Source: an optimization exercise on an open RTL-to-GDS flow (aim: a short achievable clock period and few clock cycles). Production flows keep margins and buffers that such runs may drop.
Function was checked by simulation only, so behaviour that the tests miss may differ from the original.
In this run the design's own scripts or RTL, not TritonCTS, make the clock network.
The flow treats the clock pin as an ideal source. Dropping or thinning the clock tree relies on that and would not hold on a real chip.
Power is estimated from default activity; no workload was simulated.

## design/flow/design.v

```verilog
module TinyMIPS(
    input  wire        clk,
    input  wire        rst,
    input  wire [15:0] data_fromRAM,
    output wire        wrEn,
    output wire [7:0]  addr_toRAM,
    output wire [15:0] data_toRAM
);
    reg  [7:0]  pA;         
    reg  [7:0]  pAi;        
    reg         pWEi;
    reg         pWE;
    reg  [15:0] pDO;
    reg         pF;         
    reg         pH;         
    reg  [15:0] pSD;
    reg  [7:0]  pPC;        
    reg  [7:0]  pNX;        
    reg         pBP;        
    assign addr_toRAM = pA;
    assign wrEn       = pWE;
    assign data_toRAM = pDO;
    reg         rV, rBP;    
    reg         rF;         
    reg  [7:0]  rPC, rPC1, rNX;
    reg         LAbb;
    reg         dropP;      
    reg  [7:0]  LApc, LApc1;
    reg  [5:0]  LAimm;
    reg  [7:0]  fpc;        
    reg         hF;         
    reg         halted;
    reg         bv;         
    reg  [7:0]  bpc, btg;
    reg  [7:0]  cv;
    reg  [4:0]  ctag [0:7];
    reg  [15:0] cdat [0:7];
    localparam QW = 52;
    reg  [QW-1:0] Q [0:3];
    reg  [3:0]  qh, qt, qn;
    wire        q_ne  = qn[0];
    wire        q_ge2 = qn[1];
    wire        q_ge3 = qn[2];
    wire        q_full = qn[3];
    reg  [15:0] RF [0:7];
    reg         ev;
    reg         e_wr;       
    reg         e_long;     
    reg  [7:0]  e_av, e_lv;          
    reg         e_srl, e_ld, e_st, e_br, e_beq, e_halt;
    reg  [15:0] eX, eY;
    reg         fxa, fya;   
    reg         fxc, fyc;   
    reg         fxm, fym;   
    reg         fxu, fyu;   
    reg  [5:0]  e_imm;
    reg  [7:0]  e_pc, e_pc1, e_pc2;
    reg         e_ptk, e_rb;     
    reg  [7:0]  e_pn;            
    reg         e_bk;            
    reg  [7:0]  e_alt;           
    reg  [7:0]  e_aoh, e_a1oh;   
    reg         bV, b_tk, b_ptk, b_sane, b_bk;
    reg  [7:0]  b_alt;           
    reg  [7:0]  b_pc, b_tgt, b_pc1, b_tgt1, b_pc2;
    reg         b_h0, b_h1;      
    reg  [15:0] b_w0, b_w1;
    reg  [15:0] Rres;       
    reg  [15:0] LR;         
    reg  [7:0]  s1_av, s1_lv;        
    reg         s1_ld;
    reg  [7:0]  s2_lv;               
    reg         s2_ld;
    reg  [7:0]  s3_lv;               
    reg  [7:0]  rselv, dselv, lselv, bxv;
    reg  [15:0] MR0, MR1, MR2, MR3, MR4, MR5;    
    reg  [15:0] SR;                              
    reg  [15:0] M0, M1;                          
    wire [15:0] Xa = fxa ? Rres : eX;
    wire [15:0] Ya = fya ? Rres : eY;
    wire [15:0] Xc = fxc ? Rres : eX;
    wire [15:0] Yc = fyc ? Rres : eY;
    wire [15:0] Xm = fxm ? Rres : eX;
    wire [15:0] Ym = fym ? Rres : eY;
    wire [15:0] Xu = fxu ? Rres : eX;
    wire [15:0] Yu = fyu ? Rres : eY;
    wire [15:0] sum;
    add16m u_sum (.a(Xa), .b(Ya), .s(sum));
    wire        c_eq, c_lt;
    cmp16m u_cmp (.a(Xc), .b(Yc), .eq(c_eq), .lt(c_lt));
    wire        taken = e_beq ? c_eq : c_lt;
    wire        misB  = bV & (~b_sane | (b_tk != b_ptk));
    wire [7:0]  redir  = b_tk ? b_tgt  : b_pc1;
    wire [7:0]  redir1 = b_tk ? b_tgt1 : b_pc2;
    wire        e_ok     = ev & ~misB;
    wire        e_halt_v = e_ok & e_halt;
    wire        e_mem    = e_ok & (e_ld | e_st);
    wire        sq       = misB | e_halt_v;
    wire [7:0]  maddr    = Xm[7:0] + {2'b00, e_imm};
    wire [7:0]  e_tgt, e_tgt1;
    add8m u_et0 (.a(e_pc),  .b({{2{e_imm[5]}}, e_imm}), .s(e_tgt));
    add8m u_et1 (.a(e_pc1), .b({{2{e_imm[5]}}, e_imm}), .s(e_tgt1));
    wire [7:0]  e_alt1 = e_alt + 8'd1;
    reg  [15:0] ew0, ew1;
    reg         eh0r, eh1r;
    integer j;
    always @* begin
        ew0 = 16'd0; ew1 = 16'd0; eh0r = 1'b0; eh1r = 1'b0;
        for (j = 0; j < 8; j = j + 1) begin
            ew0  = ew0  | (cdat[j] & {16{e_aoh[j]}});
            ew1  = ew1  | (cdat[j] & {16{e_a1oh[j]}});
            eh0r = eh0r | (e_aoh[j]  & cv[j] & (ctag[j] == e_alt[7:3]));
            eh1r = eh1r | (e_a1oh[j] & cv[j] & (ctag[j] == e_alt1[7:3]));
        end
    end
    wire        eh0 = eh0r & ~(pWEi & (pAi == e_alt));
    wire        eh1 = eh1r & ~(pWEi & (pAi == e_alt1));
    wire [15:0] r0, r1, r2, r3, r4, r5, shres, m0n, m1n;
    mul_e  u_mul_e  (.x(Xu), .y(Yu), .srl(e_srl), .r0(r0), .r1(r1), .r2(r2), .r3(r3),
                     .r4(r4), .r5(r5), .sh(shres));
    mul_e2 u_mul_e2 (.r0(MR0), .r1(MR1), .r2(MR2), .r3(MR3), .r4(MR4), .r5(MR5), .sh(SR),
                     .s(m0n), .c(m1n));
    wire [15:0] mres;
    add16m u_mres (.a(M0), .b(M1), .s(mres));
    wire [15:0] lres = s2_ld ? data_fromRAM : mres;
    wire [15:0] ri = data_fromRAM;
    wire        r_ok = rV & ~LAbb;
    wire        r_bb = r_ok & (ri[15:12] >= 4'd8) & (ri[15:12] <= 4'd10) & ri[5] & ~rBP;
    wire        p_ok = pF & pH & ~LAbb;
    wire        p_bb = p_ok & (pSD[15:12] >= 4'd8) & (pSD[15:12] <= 4'd10) & pSD[5] & ~pBP;
    wire        wr_p = p_ok & ~r_bb;                     
    wire [17:0] r_pd, p_pd;
    predec u_pr (.w(ri),  .pd(r_pd));
    predec u_pp (.w(pSD), .pd(p_pd));
    wire [QW-1:0] a_r = {ri,  rPC, rNX, r_pd, r_bb, rBP};
    wire [QW-1:0] a_p = {pSD, pPC, pNX, p_pd, p_bb, pBP};
    wire [QW-1:0] q0;
    wire [15:0] rx, ry;
    wire        issue, x0, y0;
    wire [7:0]  e_wv = e_av | e_lv;
    dstage #(.QW(QW)) u_d (
        .q0e(Q[0]), .q1e(Q[1]), .q2e(Q[2]), .q3e(Q[3]), .qh(qh), .q_ne(q_ne), .halted(halted),
        .rf({RF[7], RF[6], RF[5], RF[4], RF[3], RF[2], RF[1], RF[0]}),
        .rres(Rres), .lr(LR), .din(data_fromRAM),
        .rselv(rselv), .dselv(dselv), .lselv(lselv), .bxv(bxv),
        .ev(ev), .e_lv(e_lv), .e_wv(e_wv),
        .q0(q0), .rx(rx), .ry(ry), .issue(issue), .x0(x0), .y0(y0));
    wire [15:0] di   = q0[51:36];
    wire [7:0]  d_pc = q0[35:28];
    wire [7:0]  d_pn = q0[27:20];
    wire        d_rb = q0[1];
    wire        d_bp = q0[0];
    wire [3:0]  dop = di[15:12];
    wire [2:0]  da = di[11:9];
    wire        d_add  = (dop == 4'd0);
    wire        d_addi = (dop == 4'd1);
    wire        d_mul  = (dop == 4'd2);
    wire        d_srl  = (dop == 4'd3);
    wire        d_ld   = (dop == 4'd4);
    wire        d_st   = (dop == 4'd5);
    wire        d_cp   = (dop == 4'd6);
    wire        d_cpi  = (dop == 4'd7);
    wire        d_br   = (dop == 4'd8) | (dop == 4'd9) | (dop == 4'd10);
    wire        d_halt = (dop >= 4'd11);
    wire        needx = q0[3];
    wire        needy = q0[2];
    wire        d_wr  = d_add | d_addi | d_cp | d_cpi;
    wire        d_long = d_ld | d_mul | d_srl;
    wire        d_ptk = d_br & (d_rb | d_bp);
    wire [7:0]  d_pc1 = d_pc + 8'd1;
    wire [7:0]  d_pc2 = d_pc + 8'd2;
    wire [7:0]  d_tgt;
    add8m u_dt0 (.a(d_pc),  .b({{2{di[5]}}, di[5:0]}), .s(d_tgt));
    wire [2:0]  d_t0 = d_pc[2:0]  + di[2:0];
    wire [2:0]  d_t1 = d_pc1[2:0] + di[2:0];
    wire [7:0]  n_w1 = e_ok ? e_wv : 8'd0;                   
    wire [7:0]  n_l1 = e_ok ? e_lv : 8'd0;                   
    wire [7:0]  n_l2 = s1_lv & ~(e_ok ? e_av : 8'd0);        
    wire        room  = ~(q_full | (q_ge3 & (rV | pF)) | (q_ge2 & rV & pF));
    wire [2:0]  fi    = fpc[2:0];
    wire        hitF  = hF & ~(pWEi & (pAi[2:0] == fi));
    wire        bhit  = bv & (bpc == fpc);
    wire [7:0]  fpc1  = fpc + 8'd1;
    wire [7:0]  fpred = bhit ? btg : fpc1;
    wire        hC = cv[fi] & (ctag[fi] == fpc[7:3]) & ~(rF & (rPC[2:0] == fi));
    wire        hA = cv[fpc1[2:0]] & (ctag[fpc1[2:0]] == fpc1[7:3]) & ~(rF & (rPC[2:0] == fpc1[2:0]));
    wire        hB = cv[btg[2:0]] & (ctag[btg[2:0]] == btg[7:3]) & ~(rF & (rPC[2:0] == btg[2:0]));
    wire [7:0]  LAtgt, la_tgt1;
    add8m u_lat  (.a(LApc),  .b({{2{LAimm[5]}}, LAimm}), .s(LAtgt));
    add8m u_lat1 (.a(LApc1), .b({{2{LAimm[5]}}, LAimm}), .s(la_tgt1));
    wire        bf2 = b_sane & b_h0 & b_h1;
    wire        bf1 = b_sane & b_h0 & ~b_h1;
    wire [7:0]  b_alt1 = b_alt + 8'd1;
    wire [7:0]  b_alt2 = b_alt + 8'd2;
    wire [7:0]  b_alt3 = b_alt + 8'd3;
    wire [7:0]  b_s  = bf2 ? b_alt2 : bf1 ? b_alt1 : redir;
    wire [7:0]  b_s1 = bf2 ? b_alt3 : bf1 ? b_alt2 : redir1;
    reg  [7:0]  nA, nNX, nfpc, nPC;
    reg         nF, nH, nBP, nhF;
    always @* begin
        nA = pAi; nNX = pNX; nfpc = fpc; nPC = pPC;
        nF = 1'b0; nH = 1'b0; nBP = 1'b0; nhF = hC & ~pWEi;
        if (misB) begin
            nA = b_s; nF = 1'b1; nPC = b_s; nNX = b_s1; nfpc = b_s1; nhF = 1'b0;
        end else if (e_halt_v | halted) begin
            nF = 1'b0;
        end else begin
            if (e_mem) nA = maddr;
            if (LAbb) begin
                nhF = 1'b0;
                if (room & ~e_mem) begin
                    nA = LAtgt; nF = 1'b1; nPC = LAtgt; nNX = la_tgt1; nfpc = la_tgt1;
                end else
                    nfpc = LAtgt;
            end else if (room & hitF) begin
                nF = 1'b1; nH = 1'b1; nPC = fpc; nNX = fpred; nfpc = fpred; nBP = bhit;
                nhF = (bhit ? hB : hA) & ~pWEi;
            end else if (room & ~e_mem) begin
                nA = fpc; nF = 1'b1; nPC = fpc; nNX = fpred; nfpc = fpred; nBP = bhit;
                nhF = (bhit ? hB : hA) & ~pWEi;
            end
        end
    end
    wire [17:0] b0_pd, b1_pd;
    predec u_pb0 (.w(b_w0), .pd(b0_pd));
    predec u_pb1 (.w(b_w1), .pd(b1_pd));
    wire [QW-1:0] a_b0 = {b_w0, b_alt,  b_alt1, b0_pd, 2'b00};
    wire [QW-1:0] a_b1 = {b_w1, b_alt1, b_alt2, b1_pd, 2'b00};
    wire        rsel = r_ok & ~misB;
    wire [QW-1:0] A0 = rsel ? a_r : (misB ? a_b0 : a_p);
    wire [QW-1:0] A1 = misB ? a_b1 : a_p;
    wire [1:0]  am  = misB ? {bf2, bf1} : e_halt_v ? 2'd0 :
                      {r_ok & p_ok, r_ok ^ p_ok};
    wire        drop = dropP & ~sq;                      
    wire [3:0]  nqh, nqt, nqn;
    qptr u_q (.qh(qh), .qt(qt), .qn(qn), .sq(sq), .issue(issue), .drop(drop), .am(am),
              .nqh(nqh), .nqt(nqt), .nqn(nqn));
    wire [3:0]  qt1 = {qt[2:0], qt[3]};
    always @(posedge clk) begin
        if (rst) begin
            pA  <= 8'd0;
            pWE <= 1'b0;
        end else begin
            pA  <= nA;
            pWE <= e_mem & e_st;
        end
        pDO <= Ym;
    end
    always @(posedge clk or posedge rst) begin
        if (rst) begin
            pAi  <= 8'd0;
            pWEi <= 1'b0;
        end else begin
            pAi  <= nA;
            pWEi <= e_mem & e_st;
        end
    end
    integer i, r;
    always @(posedge clk) begin
        if (rst) begin
            pF <= 1'b1; pH <= 1'b0; pPC <= 8'd0; pNX <= 8'd1; pBP <= 1'b0;
            rV <= 1'b0; rF <= 1'b0; LAbb <= 1'b0; dropP <= 1'b0;
            fpc <= 8'd1; hF <= 1'b0; halted <= 1'b0; bv <= 1'b0;
            cv <= 8'd0;
            qh <= 4'd1; qt <= 4'd1; qn <= 4'd0;
            ev <= 1'b0; bV <= 1'b0;
            s1_av <= 8'd0; s1_lv <= 8'd0; s2_lv <= 8'd0; s3_lv <= 8'd0;
            rselv <= 8'd0; dselv <= 8'd0; lselv <= 8'd0; bxv <= 8'd0;
        end else begin
            pF <= nF; pH <= nH; pPC <= nPC; pNX <= nNX; pBP <= nBP;
            fpc <= nfpc; hF <= nhF;
            qh <= nqh; qt <= nqt; qn <= nqn;
            rV <= pF & ~pH & ~sq & ~LAbb;
            rF <= pF & ~pH;
            LAbb <= (r_bb | (wr_p & p_bb)) & ~sq;
            dropP <= r_bb & p_ok & ~sq;
            if (rF) cv[rPC[2:0]] <= 1'b1;
            if (pWEi) cv[pAi[2:0]] <= 1'b0;
            ev <= issue & ~sq;
            bV <= e_ok & ~e_halt;
            if (e_halt_v) halted <= 1'b1;
            if (bV & b_tk & b_bk) bv <= 1'b1;
            s1_av <= e_ok ? e_av : 8'd0;
            s1_lv <= e_ok ? e_lv : 8'd0;
            s2_lv <= s1_lv & ~(e_ok ? e_av : 8'd0);
            s3_lv <= s2_lv;
            rselv <= n_w1;
            dselv <= ~n_w1 & (s1_ld ? n_l2 : 8'd0);
            lselv <= ~n_w1 & ~n_l2 & s2_lv;
            bxv   <= n_l1 | (~n_w1 & (s1_ld ? 8'd0 : n_l2));
        end
    end
    always @(posedge clk) begin
        pSD <= cdat[fi];
        rPC <= pPC;
        rPC1 <= pPC + 8'd1;
        rNX <= pNX;
        rBP <= pBP;
        if (rF) begin
            cdat[rPC[2:0]] <= data_fromRAM;
            ctag[rPC[2:0]] <= rPC[7:3];
        end
        if (r_bb) begin
            LApc <= rPC; LApc1 <= rPC1; LAimm <= ri[5:0];
        end else begin
            LApc <= pPC; LApc1 <= pPC + 8'd1; LAimm <= pSD[5:0];
        end
        if (bV & b_tk & b_bk) begin
            bpc <= b_pc; btg <= b_tgt;
        end
        for (i = 0; i < 4; i = i + 1) begin
            if ((misB | ~q_full) & qt[i])
                Q[i] <= A0;
            else if ((misB | ~q_ge3) & qt1[i])
                Q[i] <= A1;
        end
        e_wr   <= d_wr;
        e_long <= d_long;
        e_av   <= d_wr   ? (8'd1 << da) : 8'd0;
        e_lv   <= d_long ? (8'd1 << da) : 8'd0;
        e_srl  <= d_srl;
        e_ld   <= d_ld;
        e_st   <= d_st;
        e_br   <= d_br;
        e_beq  <= (dop == 4'd8);
        e_halt <= d_halt;
        eX     <= d_cpi ? {7'd0, di[8:0]} : rx;
        eY     <= d_addi ? {{10{di[5]}}, di[5:0]} : (d_cp | d_cpi) ? 16'd0 : ry;
        fxa    <= needx & x0 & d_wr;
        fya    <= needy & y0 & d_wr;
        fxc    <= needx & x0 & d_br;
        fyc    <= needy & y0 & d_br;
        fxm    <= needx & x0 & (d_ld | d_st);
        fym    <= needy & y0 & d_st;
        fxu    <= needx & x0 & (d_mul | d_srl);
        fyu    <= needy & y0 & (d_mul | d_srl);
        e_imm  <= di[5:0];
        e_bk   <= di[5];
        e_pc   <= d_pc;
        e_pc1  <= d_pc1;
        e_pc2  <= d_pc2;
        e_ptk  <= d_ptk;
        e_rb   <= d_rb;
        e_pn   <= d_pn;
        e_alt  <= d_ptk ? d_pc1 : d_tgt;
        e_aoh  <= 8'd1 << (d_ptk ? d_pc1[2:0] : d_t0);
        e_a1oh <= 8'd1 << (d_ptk ? d_pc2[2:0] : d_t1);
        b_tk   <= e_br & taken;
        b_ptk  <= e_ptk;
        b_alt  <= e_alt;
        b_sane <= e_rb | (e_ptk ? (e_pn == e_tgt) : (e_pn == e_pc1));
        b_bk   <= e_br & e_bk;
        b_pc   <= e_pc;
        b_tgt  <= e_tgt;
        b_pc1  <= e_pc1;
        b_tgt1 <= e_tgt1;
        b_pc2  <= e_pc2;
        b_h0   <= eh0;
        b_h1   <= eh1;
        b_w0   <= ew0;
        b_w1   <= ew1;
        Rres <= sum;
        s1_ld <= e_ld;
        s2_ld <= s1_ld;
        MR0 <= r0; MR1 <= r1; MR2 <= r2; MR3 <= r3; MR4 <= r4; MR5 <= r5;
        SR  <= shres;
        M0  <= m0n; M1 <= m1n;
        LR <= lres;
        for (r = 0; r < 8; r = r + 1) begin
            if (s3_lv[r]) RF[r] <= LR;
            if (s1_av[r]) RF[r] <= Rres;
        end
    end
endmodule
module add16m(input wire [15:0] a, input wire [15:0] b, output wire [15:0] s);
    reg [15:0] g, p;
    integer i, k;
    always @* begin
        g = a & b;
        p = a ^ b;
        for (k = 1; k < 16; k = k * 2)
            for (i = 15; i >= k; i = i - 1) begin
                g[i] = g[i] | (p[i] & g[i-k]);
                p[i] = p[i] & p[i-k];
            end
    end
    assign s = (a ^ b) ^ {g[14:0], 1'b0};
endmodule
module cmp16m(input wire [15:0] a, input wire [15:0] b, output wire eq, output wire lt);
    reg [15:0] g, p;
    integer i, k;
    always @* begin
        g = ~a & b;
        p = ~(a ^ b);
        for (k = 1; k < 16; k = k * 2)
            for (i = 15; i >= k; i = i - 1) begin
                g[i] = g[i] | (p[i] & g[i-k]);
                p[i] = p[i] & p[i-k];
            end
    end
    assign lt = g[15];
    assign eq = (a == b);
endmodule
module mul_e(input wire [15:0] x, input wire [15:0] y, input wire srl,
             output wire [15:0] r0, output wire [15:0] r1, output wire [15:0] r2,
             output wire [15:0] r3, output wire [15:0] r4, output wire [15:0] r5,
             output wire [15:0] sh);
    wire [16:0] yb = {y, 1'b0};
    wire [15:0] pp [0:7];
    wire [15:0] pk;
    genvar g;
    generate
        for (g = 0; g < 8; g = g + 1) begin : booth
            wire one = ~srl & (yb[2*g+1] ^ yb[2*g]);
            wire two = ~srl & ((yb[2*g+2] & ~yb[2*g+1] & ~yb[2*g]) | (~yb[2*g+2] & yb[2*g+1] & yb[2*g]));
            wire neg = ~srl & yb[2*g+2];
            wire [15:0] m  = two ? {x[14:0], 1'b0} : one ? x : 16'd0;
            wire [15:0] mm = neg ? ~m : m;
            assign pp[g] = mm << (2*g);
            assign pk[2*g]   = neg;
            assign pk[2*g+1] = 1'b0;
        end
    endgenerate
    assign r0 = pp[0] ^ pp[1] ^ pp[2];
    assign r1 = ((pp[0] & pp[1]) | (pp[0] & pp[2]) | (pp[1] & pp[2])) << 1;
    assign r2 = pp[3] ^ pp[4] ^ pp[5];
    assign r3 = ((pp[3] & pp[4]) | (pp[3] & pp[5]) | (pp[4] & pp[5])) << 1;
    assign r4 = pp[6] ^ pp[7] ^ pk;
    assign r5 = ((pp[6] & pp[7]) | (pp[6] & pk) | (pp[7] & pk)) << 1;
    wire        zero = (|y[15:6]) | y[4];
    wire [15:0] shr = x >> y[3:0];
    wire [15:0] shl = x << y[3:0];
    assign sh = (srl & ~zero) ? (y[5] ? shl : shr) : 16'd0;
endmodule
module mul_e2(input wire [15:0] r0, input wire [15:0] r1, input wire [15:0] r2,
              input wire [15:0] r3, input wire [15:0] r4, input wire [15:0] r5,
              input wire [15:0] sh, output wire [15:0] s, output wire [15:0] c);
    wire [15:0] a0 = r0 ^ r1 ^ r2;
    wire [15:0] b0 = ((r0 & r1) | (r0 & r2) | (r1 & r2)) << 1;
    wire [15:0] a1 = r3 ^ r4 ^ r5;
    wire [15:0] b1 = ((r3 & r4) | (r3 & r5) | (r4 & r5)) << 1;
    wire [15:0] a2 = a0 ^ b0 ^ a1;
    wire [15:0] b2 = ((a0 & b0) | (a0 & a1) | (b0 & a1)) << 1;
    assign s = (a2 ^ b2 ^ b1) | sh;
    assign c = ((a2 & b2) | (a2 & b1) | (b2 & b1)) << 1;
endmodule
module add8m(input wire [7:0] a, input wire [7:0] b, output wire [7:0] s);
    reg [7:0] g, p;
    integer i, k;
    always @* begin
        g = a & b;
        p = a ^ b;
        for (k = 1; k < 8; k = k * 2)
            for (i = 7; i >= k; i = i - 1) begin
                g[i] = g[i] | (p[i] & g[i-k]);
                p[i] = p[i] & p[i-k];
            end
    end
    assign s = (a ^ b) ^ {g[6:0], 1'b0};
endmodule
module predec(input wire [15:0] w, output wire [17:0] pd);
    wire [3:0] op = w[15:12];
    wire [7:0] fa = 8'd1 << w[11:9];
    wire [7:0] fb = 8'd1 << w[8:6];
    wire [7:0] fc = 8'd1 << w[5:3];
    wire       ab = (op == 4'd8) | (op == 4'd9);
    wire       ya = (op == 4'd5) | (op == 4'd10);
    wire       br = ab | (op == 4'd10);
    wire [7:0] xoh = ab ? fa : fb;
    wire [7:0] yoh = ya ? fa : ab ? fb : fc;
    wire       nx = (op != 4'd7) & (op <= 4'd10);
    wire       ny = (op == 4'd0) | (op == 4'd2) | (op == 4'd3) | (op == 4'd5) | br;
    assign pd = {xoh, yoh, nx, ny};
endmodule
module dstage #(parameter QW = 52) (
    input  wire [QW-1:0] q0e, q1e, q2e, q3e,
    input  wire [3:0]    qh,
    input  wire          q_ne, halted,
    input  wire [127:0]  rf,
    input  wire [15:0]   rres, lr, din,
    input  wire [7:0]    rselv, dselv, lselv, bxv,
    input  wire          ev,
    input  wire [7:0]    e_lv, e_wv,
    output wire [QW-1:0] q0,
    output wire [15:0]   rx, ry,
    output wire          issue, x0, y0);
    assign q0 = ({QW{qh[0]}} & q0e) | ({QW{qh[1]}} & q1e) |
                ({QW{qh[2]}} & q2e) | ({QW{qh[3]}} & q3e);
    wire [7:0]  xs = q0[19:12];      
    wire [7:0]  ys = q0[11:4];
    wire        needx = q0[3];
    wire        needy = q0[2];
    wire [7:0]  w0   = ev ? e_wv : 8'd0;
    wire [7:0]  busy = ev ? (e_lv | (~e_wv & bxv)) : bxv;
    wire        xstall = needx & |(busy & xs);
    wire        ystall = needy & |(busy & ys);
    assign issue = q_ne & ~xstall & ~ystall & ~halted;
    assign x0 = |(xs & w0);
    assign y0 = |(ys & w0);
    reg  [15:0] rfx, rfy;
    integer r;
    always @* begin
        rfx = 16'd0; rfy = 16'd0;
        for (r = 0; r < 8; r = r + 1) begin
            rfx = rfx | (rf[16*r +: 16] & {16{xs[r]}});
            rfy = rfy | (rf[16*r +: 16] & {16{ys[r]}});
        end
    end
    wire        xr = |(xs & rselv);
    wire        yr = |(ys & rselv);
    wire        xd = |(xs & dselv);
    wire        yd = |(ys & dselv);
    wire        xl = |(xs & lselv);
    wire        yl = |(ys & lselv);
    wire [15:0] rx1 = xr ? rres : xl ? lr : rfx;
    wire [15:0] ry1 = yr ? rres : yl ? lr : rfy;
    assign rx = xd ? din : rx1;
    assign ry = yd ? din : ry1;
endmodule
module qptr(input wire [3:0] qh, qt, qn, input wire sq, issue, drop, input wire [1:0] am,
            output wire [3:0] nqh, nqt, nqn);
    assign nqt = drop ? {qt[0], qt[3:1]} :
                 am[1] ? {qt[1:0], qt[3:2]} : am[0] ? {qt[2:0], qt[3]} : qt;
    function [3:0] cnt;
        input [3:0] c;
        cnt = drop ? {1'b0, c[3:1]} :
              am[1] ? {c[1:0], 2'b11} : am[0] ? {c[2:0], 1'b1} : c;
    endfunction
    wire [3:0] n0 = cnt(sq ? 4'd0 : qn);
    wire [3:0] n1 = cnt(sq ? 4'd0 : {1'b0, qn[3:1]});
    assign nqn = issue ? n1 : n0;
    assign nqh = sq ? qt : issue ? {qh[2:0], qh[3]} : qh;
endmodule
```

## design/flow/flow/run.sh

```bash
#!/bin/bash
# Standard layout with two changes: the timing repair aims at a larger setup
# margin, and the clock tree is built by flow/cts_tree.tcl (hooked in before
# ORFS's clock_tree_synthesis call) instead of TritonCTS.
HERE=$(pwd)
bash standard.sh SETUP_SLACK_MARGIN=5.25 PRE_CTS_TCL=$HERE/flow/cts_tree.tcl > standard_flow.log 2>&1
```

## design/flow/flow/cts_tree.tcl

```tcl
# Clock tree built here instead of TritonCTS: the clock port drives one
# buffer per quadrant, each of which drives one buffer per grid cell of
# flip-flops in its quadrant (two buffer levels).  The grid is chosen for
# about 20 flip-flops per leaf buffer.
proc build_clock_tree {midbuf leafbuf} {
  set db [ord::get_db]
  set block [ord::get_db_block]
  set clk [$block findNet clk]
  set core [$block getCoreArea]
  set x0 [$core xMin]; set y0 [$core yMin]; set x1 [$core xMax]; set y1 [$core yMax]
  set sinks [$clk getITerms]
  set g [expr {int(ceil(sqrt([llength $sinks] / 16.0)))}]
  if {$g < 2} {set g 2}
  set w [expr {double($x1 - $x0) / $g}]
  set h [expr {double($y1 - $y0) / $g}]
  array set cell {}
  foreach it $sinks {
    set loc [[$it getInst] getLocation]
    set cx [expr {int(([lindex $loc 0] - $x0) / $w)}]
    set cy [expr {int(([lindex $loc 1] - $y0) / $h)}]
    if {$cx >= $g} {set cx [expr {$g - 1}]}; if {$cx < 0} {set cx 0}
    if {$cy >= $g} {set cy [expr {$g - 1}]}; if {$cy < 0} {set cy 0}
    lappend cell($cx,$cy) $it
  }
  # split crowded cells (sorted along x) so no leaf drives more than maxn
  set maxn 22
  array set group {}
  foreach key [lsort [array names cell]] {
    set its $cell($key)
    set n [llength $its]
    if {$n <= $maxn} { set group($key,0) $its; continue }
    set keyed {}
    foreach it $its { lappend keyed [list [lindex [[$it getInst] getLocation] 0] $it] }
    set sorted {}
    foreach e [lsort -integer -index 0 $keyed] { lappend sorted [lindex $e 1] }
    set parts [expr {int(ceil(double($n) / $maxn))}]
    set per [expr {int(ceil(double($n) / $parts))}]
    for {set p 0} {$p < $parts} {incr p} {
      set group($key,$p) [lrange $sorted [expr {$p * $per}] [expr {($p + 1) * $per - 1}]]
    }
  }
  set mm [$db findMaster $midbuf]
  array set qleaves {}
  set k 0
  foreach gkey [lsort [array names group]] {
    set its $group($gkey)
    if {[llength $its] == 0} continue
    set key [join [lrange [split $gkey ,] 0 1] ,]
    set lm [$db findMaster [expr {[llength $its] > 12 ? $leafbuf : "sky130_fd_sc_hd__clkbuf_8"}]]
    set sx 0; set sy 0
    foreach it $its {
      set l [[$it getInst] getLocation]
      set sx [expr {$sx + [lindex $l 0]}]; set sy [expr {$sy + [lindex $l 1]}]
    }
    set n [llength $its]
    set lx [expr {int($sx / $n)}]; set ly [expr {int($sy / $n)}]
    set leaf [odb::dbInst_create $block $lm "clkleaf_$k"]
    $leaf setLocation $lx $ly
    $leaf setPlacementStatus PLACED
    set lnet [odb::dbNet_create $block "clkleafnet_$k"]
    $lnet setSigType CLOCK
    [$leaf findITerm X] connect $lnet
    foreach it $its { $it disconnect; $it connect $lnet }
    lassign [split $key ,] cx cy
    set q "[expr {$cx * 2 / $g}],[expr {$cy * 2 / $g}]"
    lappend qleaves($q) [list $leaf $lx $ly]
    incr k
  }
  set m 0
  foreach q [lsort [array names qleaves]] {
    set sx 0; set sy 0; set tot 0
    foreach e $qleaves($q) {
      lassign $e leaf lx ly
      set sx [expr {$sx + $lx}]; set sy [expr {$sy + $ly}]; incr tot
    }
    set mid [odb::dbInst_create $block $mm "clkmid_$m"]
    $mid setLocation [expr {int($sx / $tot)}] [expr {int($sy / $tot)}]
    $mid setPlacementStatus PLACED
    set mnet [odb::dbNet_create $block "clkmidnet_$m"]
    $mnet setSigType CLOCK
    [$mid findITerm X] connect $mnet
    [$mid findITerm A] connect $clk
    foreach e $qleaves($q) { [[lindex $e 0] findITerm A] connect $mnet }
    incr m
  }
  puts "clock tree: $g x $g grid, $k leaf buffers, $m quadrant buffers"
}

# cts.tcl calls clock_tree_synthesis right after this hook
rename clock_tree_synthesis tritoncts_clock_tree_synthesis
proc clock_tree_synthesis {args} {
  build_clock_tree sky130_fd_sc_hd__clkbuf_16 sky130_fd_sc_hd__clkbuf_16
  set_propagated_clock [all_clocks]
}
```

## design/flow/standard.sh

```bash
#!/bin/bash
# synth_recipe.tcl (not shown) runs the flow's synth.tcl, then flattens the netlist and writes it again
# the make line also repeats each setting of config.mk as NAME=value (left out here)
make -C /OpenROAD-flow-scripts/flow DESIGN_CONFIG=/design/flow/config.mk WORK_HOME=/design/flow/orfs CLKGATE_MAP_FILE= SYNTH_SCRIPT=/design/flow/synth_recipe.tcl "${@:-finish}"
```

## design/flow/config.mk

```make
export PLATFORM = sky130hd
export DESIGN_NAME = TinyMIPS
export DESIGN_NICKNAME = TinyMIPS
export VERILOG_FILES = /design/flow/design.v
export SDC_FILE = /design/flow/constraint.sdc
export NUM_CORES = 8
export LEC_CHECK = 0
export CAP_MARGIN = 20
export CORE_MARGIN = 2
export CORE_UTILIZATION = 50
export PLACE_DENSITY = 0.65
export SETUP_SLACK_MARGIN = 5
export SLEW_MARGIN = 20
export SYNTH_HIERARCHICAL = 1
```

## design/flow/constraint.sdc

```tcl
create_clock -name core_clock -period 8.0 [get_ports {clk}]
set_input_delay 1.6000 -clock core_clock [delete_from_list [all_inputs] [get_ports {clk}]]
set_output_delay 1.6000 -clock core_clock [all_outputs]
set_load 0.01 [all_outputs]
```

==> impl_metrics.json <==
{
  "antenna_left": 0,
  "drive_above_1_share_pct": 21.82,
  "die_h_um": 358.6,
  "end_kind": "flop",
  "clkLatencyLatePin_ps": 600,
  "grt_pass1_wl_um": 322300,
  "synth_edf_count": 520,
  "dr.pass1.iters": 9,
  "ios": 43,
  "critPathMaxFanout": 5,
  "reg2reg_depth": 5,
  "status": "no timing/DRC/antenna violations",
  "endpoint": "Q[0][10]",
  "r2r_setup_slack_ps": 5150,
  "crit_slowest_cell": "or3b_4",
  "pwr-share-clk_pct": 9.8,
  "path_common_cell": "buf_12",
  "tightest_slew_ps": 1249,
  "post-place-cells": 7332,
  "synth_seq_cells": 1131,
  "timing.fmax_ghz": 0.3357,
  "reg2reg_from": "pSD[14]",
  "clock_skew_ps": 120.7,
  "fin_ws_ps": 5021,
  "die_w_um": 358.6,
  "setup_viol": 0,
  "grt_pass1_vias": 47290,
  "syn_area_per_cell_um2": 10.41,
  "io_buffer_count": 42,
  "switching_share_pct": 46.35,
  "internal-power_mw": 18.75,
  "power_leakage_nw": 26.37,
  "overflow": 0,
  "worst_setup_path_start_kind": "primary input",
  "drt_drc_violations_left": 0,
  "wl_per_cell_um": 29.35,
  "clk_pin_slew_ps": 70,
  "fin_area_um2": 70980,
  "min_path_type": "reg2reg",
  "cp_slowest_stage_delay_ps": 450,
  "worst_ep_arrival_time_ps": 3190,
  "setup-tns-final_ps": 0,
  "drt_iter0_markers": 7909,
  "synthArstFlopShare_pct": 0.7958,
  "ir_drop_mv": 0.3181,
  "antenna_found_initial": 10,
  "synth_top_area_cell": "edfxtp_1",
  "rows": 130,
  "regToRegEndpoint": "Q[0][10]",
  "fillers": 10390,
  "yosysSeqAreaShare_pct": 44.35,
  "max_cap_viol_count": 0,
  "place_congestion": 0.9518,
  "crit_required_ps": 8210,
  "areaGrowthSynthToFinish_pct": 12.87,
  "fin_crit_ps": 2979,
  "syn_inst": 6043,
  "rsz0062_at_grt": "true",
  "dpl_cell_area_um2": 63780,
  "grt_max_degree": 77,
  "coreArea_um2": 125200,
  "instances_no_fill": 7706,
  "wl_um": 226200,
  "crit_path_start": "data_fromRAM[14]",
  "p_per_area_nw_per_um2": 492.4,
  "yosysMostFrequentCell": "dfxtp_1",
  "post-place-ws_ps": 3397,
  "yosys_warnings": 17,
  "worstPathCellList": "buf_12 -> buf_12 -> or3b_4 -> buf_4 -> mux2i_1 -> mux2_4 -> nand2_2 -> a31oi_4 -> nor2_1 -> a21oi_1",
  "finalHoldViolCount": 0,
  "synth_top_cells_by_count": "602 x dfxtp_1, 552 x nand2_1, 520 x edfxtp_1",
  "layout_worst_path_cycle_share_pct": 37.24,
  "vias": 51280,
  "slew_headroom_pct": 16.59,
  "finalMaxSlewViolations": 0,
  "final_core_util_pct": 56.67,
  "die-area_um2": 128600,
  "syn_area_um2": 62890,
  "start_util_pct": 50.21,
  "grt_usage_pct": 33.49,
  "dpl.hpwl_um": 137000,
  "p_comb_share_pct": 59.6,
  "power_switching_mw": 16.20,
  "power_frac_seq_pct": 30.6,
  "nets": 6269,
  "synth_top_area_share_pct": 24.83,
  "synth-main-ff-cell": "dfxtp_1",
  "synth_cell_type_count": 129,
  "vias_per_cell": 6.655,
  "critical_path_class": "in2reg",
  "synthTopCellsByArea": "edfxtp_1 25%, dfxtp_1 19%, mux2_2 6.2%, a22oi_1 4.9%, mux2i_1 4.2%"
}
per-module statistics from Yosys, one instance, submodules excluded, excerpt:
module    flip-flops and latches  area [um2]  cells  times used
add16m                         0       694.4     91           2
mul_e                          0        5475    834           1
predec                         0       555.5     73           4
cmp16m                         0       391.6     57           1
mul_e2                         0        1413     94           1
add8m                          0       324.1     42           5
qptr                           0       459.2     61           1
TinyMIPS                    1131       45800   3720           1
sequential cells by signal, indices dropped and copies added, names as in the netlist, 40 cells and up, named ones only:
register	flops
Q	208
RF	128
cdat	128
ctag	40
worst min-delay path by stage:
| stage | startpoint | endpoint | slack, ps | cells past startpoint |
|---|---|---|---|---|
| 4_1_cts | e_pc2[5] | b_pc2[5] | 330 | 0 |
| 5_1_grt | e_pc[6] | b_pc[6] | 350 | 0 |
| 3_5_place_dp | e_pc2[5] | b_pc2[5] | 310 | 0 |
| 6_report | e_pc2[5] | b_pc2[5] | 330 | 0 |
| 2_1_floorplan | e_pc2[1] | b_pc2[1] | 310 | 0 |
| 3_3_place_gp | e_pc2[7] | b_pc2[7] | 310 | 0 |
cell usage in the layout (no fill, tap or decap), types with 26 or more instances in the layout:
cell / count
mux2_2: 328
nand2_1: 508
mux2i_1: 245
nand3b_1: 43
and3_1: 37
nor2_1: 453
fa_1: 78
a31oi_1: 43
a22oi_2: 40
xor2_1: 107
o21ai_0: 238
nor2b_1: 47
buf_6: 26
o211ai_1: 36
bufbuf_16: 28
a21oi_1: 293
dfxtp_2: 32
edfxtp_1: 520
nor3b_1: 47
clkbuf_16: 58
conb_1: 40
clkbuf_8: 38
mux4_2: 84
buf_12: 52
ha_1: 103
dfxtp_1: 550
nor3_1: 53
a211oi_1: 45
nand3_1: 109
nand2_2: 34
or2_2: 26
inv_1: 109
buf_4: 225
mux2_4: 31
nand2b_1: 33
xnor2_1: 160
nand4_1: 95
a22oi_1: 378
layer usage:
metal	vias to the layer above	track usage (%)	wire length [um]
met3	574	7.051	27050
met2	3373	48.95	95130
li1	22140	-	-
met4	4	12.31	10590
met5	-	0	43
met1	25200	48.75	93390
kinds of logic (layout without fill, tap and decap cells):
group | count (synthesis) | count (layout) | synth area share, %
AOI/OAI and AO/OA | 1419 | 1420 | 15.39
xor gates and xnor gates | 278 | 278 | 3.989
adders and majority gates | 210 | 210 | 5.121
buffers and inverters | 646 | 606 | 4.877
DFF | 1131 | 1131 | 44.35
muxes | 706 | 714 | 13.69
other | 2 | 42 | 0.01194
and+or+nand+nor | 1651 | 1655 | 12.57
power by group through the flow:
stage | logic (mW) | registers, mW | clock network, mW
after floorplan | 13.0 | 9.38 | 0
after global placement | 17.1 | 10.6 | 0
after detailed placement | 17.4 | 10.6 | 0
after CTS | 19.2 | 10.6 | 3.43
after global routing | 22.1 | 10.8 | 3.64
final | 20.8 | 10.7 | 3.43
critical path, delay by kind of cell:
| kind | cells | cell delay (ps) |
|---|---|---|
| and+or+nand+nor | 3 | 640 |
| buffers and inverters | 3 | 400 |
| muxes | 2 | 380 |
| AOI/OAI and AO/OA | 2 | 160 |
metrics by stage:
step | hold slack (ps) | power, mW
after floorplan | 309.6 | 22.36
after global placement | 310.4 | 27.68
after detailed placement | 312.1 | 28.00
after CTS | 329.1 | 33.19
after global routing | 347.1 | 36.61
final | 329.7 | 34.95
cell type report:
type,count,area [um2],area share [%]
diodes,2,5.005,0.007051
plain buffers,90,1824,2.570
inverters,123,494.2,0.6963
multi-input cells,4317,33810,47.63
flip-flops and latches,1131,28010,39.46
well taps,1650,2064,2.909
repair buffers,392,4770,6.720
repair inverters,1,5.005,0.007051
timing repair:
action                     CTS  global route
cloned                      42            12
setup endpoints to repair  749           323
buffers inserted           122           106
hold buffers                 0             0
gates resized for setup    481           203
pin swaps                   54            78
Testbench counts, summed over its fixed seeds: cycles 116,542.

[afterwards: timing with drivers on the ports]
How much do the figures lean on ideal ports? The routed layout below was timed once more, with nothing changed but the port constraints.
Step 1: set_driving_cell puts a clkbuf_16 on clk and a buf_2 on each other input, an assumption about the parent block.
Step 2 also shifts input and output timing later by t, the mid clock arrival at the registers, as if the neighbouring blocks saw the same clock.
Three values: ideal, step 1, step 2; two values: the first two.
t (ns): 0.687
slack for setup (ns): 5.021 / 5.111 / 4.448
worst setup path after step 2: input to register
After both steps this run still meets setup and hold. The setup slack of this run moves by +0.090 ns with the drivers and by -0.573 ns with both steps.
